Background: an optimization exercise with open tools, aiming at small area, a short achievable clock period and few clock cycles. Do not read the settings as production practice.
Function was checked by simulation only, so behaviour that the tests miss may differ from the original.
Power figures rest on the tool's default switching activity, not on a simulated workload.

alpha:
## task3
module task3(
    input [2:0] opcode,
    output reg done,
    output reg [23:0] out,
    input [7:0] in2,
    input [7:0] in1,
    input [7:0] in0,
    input clk,
    input rst
    );
Size in the first run: roughly 680 cells after synthesis, ~36 flip-flops, about 54 I/O pins.
clock: 12.0 ns
lec_check: 0
abc_clock_period_in_ps: 3000
cap_margin: 20
core_margin: 2
core_utilization: 40
slew_margin: 20
standard.sh (not shown) runs the stock make flow with config.mk's settings and CLKGATE_MAP_FILE= SYNTH_SCRIPT=/design/flow/synth_recipe.tcl, a recipe that flattens the netlist after the stock synthesis.
==> flow/flow/run.sh <==
#!/bin/bash
set -euo pipefail
cd "$(dirname "$0")/.."
bash standard.sh finish \
  SETUP_SLACK_MARGIN=6 \
  "BUFFER_PORTS_ARGS=-buffer_cell sky130_fd_sc_hd__buf_1" \
  > run_standard.log 2>&1
Testbench counts of alpha, summed over its fixed seeds: cycles 21,090.
--- input diff alpha..beta ---
diff --git a/flow/design.v b/flow/design.v
--- a/flow/design.v
+++ b/flow/design.v
@@ -62,24 +62,27 @@
             4'd8: fz = 11'd381;
             4'd9: fz = 11'd481;
             4'd10: fz = 11'd593;
             4'd11: fz = 11'd717;
             4'd12: fz = 11'd853;
             4'd13: fz = 11'd1001;
             4'd14: fz = 11'd1161;
             4'd15: fz = 11'd1333;
         endcase
     endfunction
-    reg k1, k2, k3;      
+    reg [1:0] st;        
     reg [7:0] areg;      
-    wire [7:0] mx = k3 ? out[23:16] : out[7:0];
-    wire [7:0] mz = out[15:8] & {8{k3}};
+    reg [7:0] breg;      
+    wire op7 = (opcode == 3'd7);
+    wire sub = (opcode == 3'd1);
+    wire [7:0] mx = (st == 2'd1) ? breg : (st == 2'd2) ? out[7:0] : out[23:16];
+    wire [7:0] mz = (st == 2'd3) ? out[15:8] : 8'd0;
     wire m_1;
     wire m_2;
     wire m_3;
     wire m_4;
     wire m_5;
     wire m_6;
     wire m_7;
     wire m_8;
     wire m_9;
     wire m_10;
@@ -265,45 +268,41 @@
     assign m_92 = (m_47 & m_66) | (m_47 & m_67) | (m_66 & m_67);
     assign m_93 = m_49 ^ m_68 ^ m_69;
     assign m_94 = (m_49 & m_68) | (m_49 & m_69) | (m_68 & m_69);
     assign m_95 = m_50 ^ m_70 ^ m_71;
     assign m_96 = (m_50 & m_70) | (m_50 & m_71) | (m_70 & m_71);
     assign m_97 = (mx[6] & areg[7]) ^ (mx[7] & areg[6]) ^ m_72;
     assign m_98 = ((mx[6] & areg[7]) & (mx[7] & areg[6])) | ((mx[6] & areg[7]) & m_72) | ((mx[7] & areg[6]) & m_72);
     wire [15:0] pa = {1'b0, (mx[7] & areg[7]), m_96, m_94, m_92, m_90, m_88, m_86, m_84, m_82, m_80, m_78, m_76, m_74, mz[1], (mx[0] & areg[0])};
     wire [15:0] pb = {1'b0, m_98, m_97, m_95, m_93, m_91, m_89, m_87, m_85, m_83, m_81, m_79, m_77, m_75, m_73, mz[0]};
     wire [15:0] prod = pa + pb;
-    wire t7 = opcode[2] & opcode[0];         
-    wire [12:0] s0 = t7 ? {2'b0, fx(in0[3:0])} : {5'd0, in0};
-    wire [12:0] s1 = (t7 ? {3'b0, gy(in1[3:0])} : {5'd0, in1}) ^ {13{opcode[0]}};
-    wire [12:0] s2 = opcode[2] ? (opcode[0] ? {2'b0, fz(in2[3:0])} : {5'd0, in2}) : 13'd0;
-    wire [12:0] sum = s0 + s1 + s2 + {12'd0, opcode[0]};
-    wire [23:0] sres = {{5{sum[12] & ~opcode[2]}}, {6{sum[12]}}, sum};
+    wire [12:0] s0 = op7 ? {2'b0, fx(in0[3:0])} : {5'd0, in0};
+    wire [12:0] s1 = op7 ? ~{3'b0, gy(in1[3:0])} : sub ? {5'h1f, ~in1} : {5'd0, in1};
+    wire [12:0] s2 = op7 ? {2'b0, fz(in2[3:0])} : (opcode == 3'd6) ? {5'd0, in2} : 13'd0;
+    wire [12:0] sum = s0 + s1 + s2 + {12'd0, sub | op7};
     reg [23:0] res;
     always @* begin
-        if (opcode[2] == opcode[1])          
-            res = sres;
-        else if (opcode == 3'd3)
-            res = {17'd0, in0[7:1]};
-        else                                 
-            res = k1 ? {8'd0, prod} : k2 ? {out[15:8], prod}
-                : k3 ? {prod, out[7:0]} : {16'd0, opcode[2] ? in0 : in1};
+        case (opcode)
+            3'd0, 3'd6: res = {14'd0, sum[9:0]};
+            3'd1:       res = {{14{sum[9]}}, sum[9:0]};
+            3'd3:       res = {17'd0, in0[7:1]};
+            3'd7:       res = {5'd0, {6{sum[12]}}, sum};
+            default:    res = (st == 2'd2) ? {out[15:8], prod}
+                            : (st == 2'd3) ? {prod, out[7:0]} : {8'd0, prod};
+        endcase
     end
     wire mul = (opcode == 3'd2) | (opcode == 3'd4) | (opcode == 3'd5);
-    wire last = !mul | ((opcode == 3'd5) ? k3 : k1);
+    wire last = !mul | ((opcode == 3'd5) ? (st == 2'd3) : (st == 2'd1));
     always @(posedge clk) begin
         areg <= in0;
+        breg <= opcode[2] ? in0 : in1;
         if (!rst) begin
             done <= 1'b0;
-            k1 <= 1'b0;
-            k2 <= 1'b0;
-            k3 <= 1'b0;
+            st <= 2'd0;
         end else if (!done) begin
             out <= res;
-            k1 <= !(k1 | k2 | k3);
-            k2 <= k1;
-            k3 <= k2;
+            st <= st + 2'd1;
             if (last)
                 done <= 1'b1;
         end
     end
 endmodule
### Flow results
- Sort alpha and beta by share of the core filled with cells in the final layout, ascending, and alpha comes first.
- | sequential share of layout area | higher: beta |
- Of beta and alpha, it is beta that has the higher non-clock buffer count.
- Total iterations of the first detailed-routing run for beta is higher than for alpha.
- beta has switching power above what alpha had.
- The higher part of the Yosys area used for sequential elements came out of beta.
- In the final reports, the cell area of beta is larger than that of alpha.
- Shortest period the worst path allows was higher in the run labelled alpha.
- beta: number of buffers and inverters on the critical path 1 above alpha
- beta vs alpha: wire length on met1 down in beta
- Total wire length on beta is up relative to alpha.
Testbench counts of beta, summed over its fixed seeds: cycles 21,090.

static timing again, ports no longer ideal:
The results above use ideal ports. As a check the final layouts listed here were re-extracted and re-timed, cells and wires unchanged.
Step 1 assumes that a clkbuf_16 drives the clock port and a buf_2 every other input.
Step 2 moves the port delays by t, midway between the first and last clock arrival at a register: inputs arrive t later, outputs are due t later. That takes back most of the time a late clock gives input paths.
a / b / c = ideal ports / drivers / drivers and shift; a / b = the first two.
run	t (ns)	slack for setup (ns)	slew at the worst register clock pin (ns)	cell pins on the clock port's net
alpha	0.310	6.133 / 6.148 / 5.837	0.06 / 0.06	1
beta	0.315	6.222 / 6.235 / 5.920	0.06 / 0.06	1
After both steps setup and hold are still met in every run listed. The setup slack of beta, which loses most, moves by +0.013 ns with the drivers and by -0.302 ns with both steps.
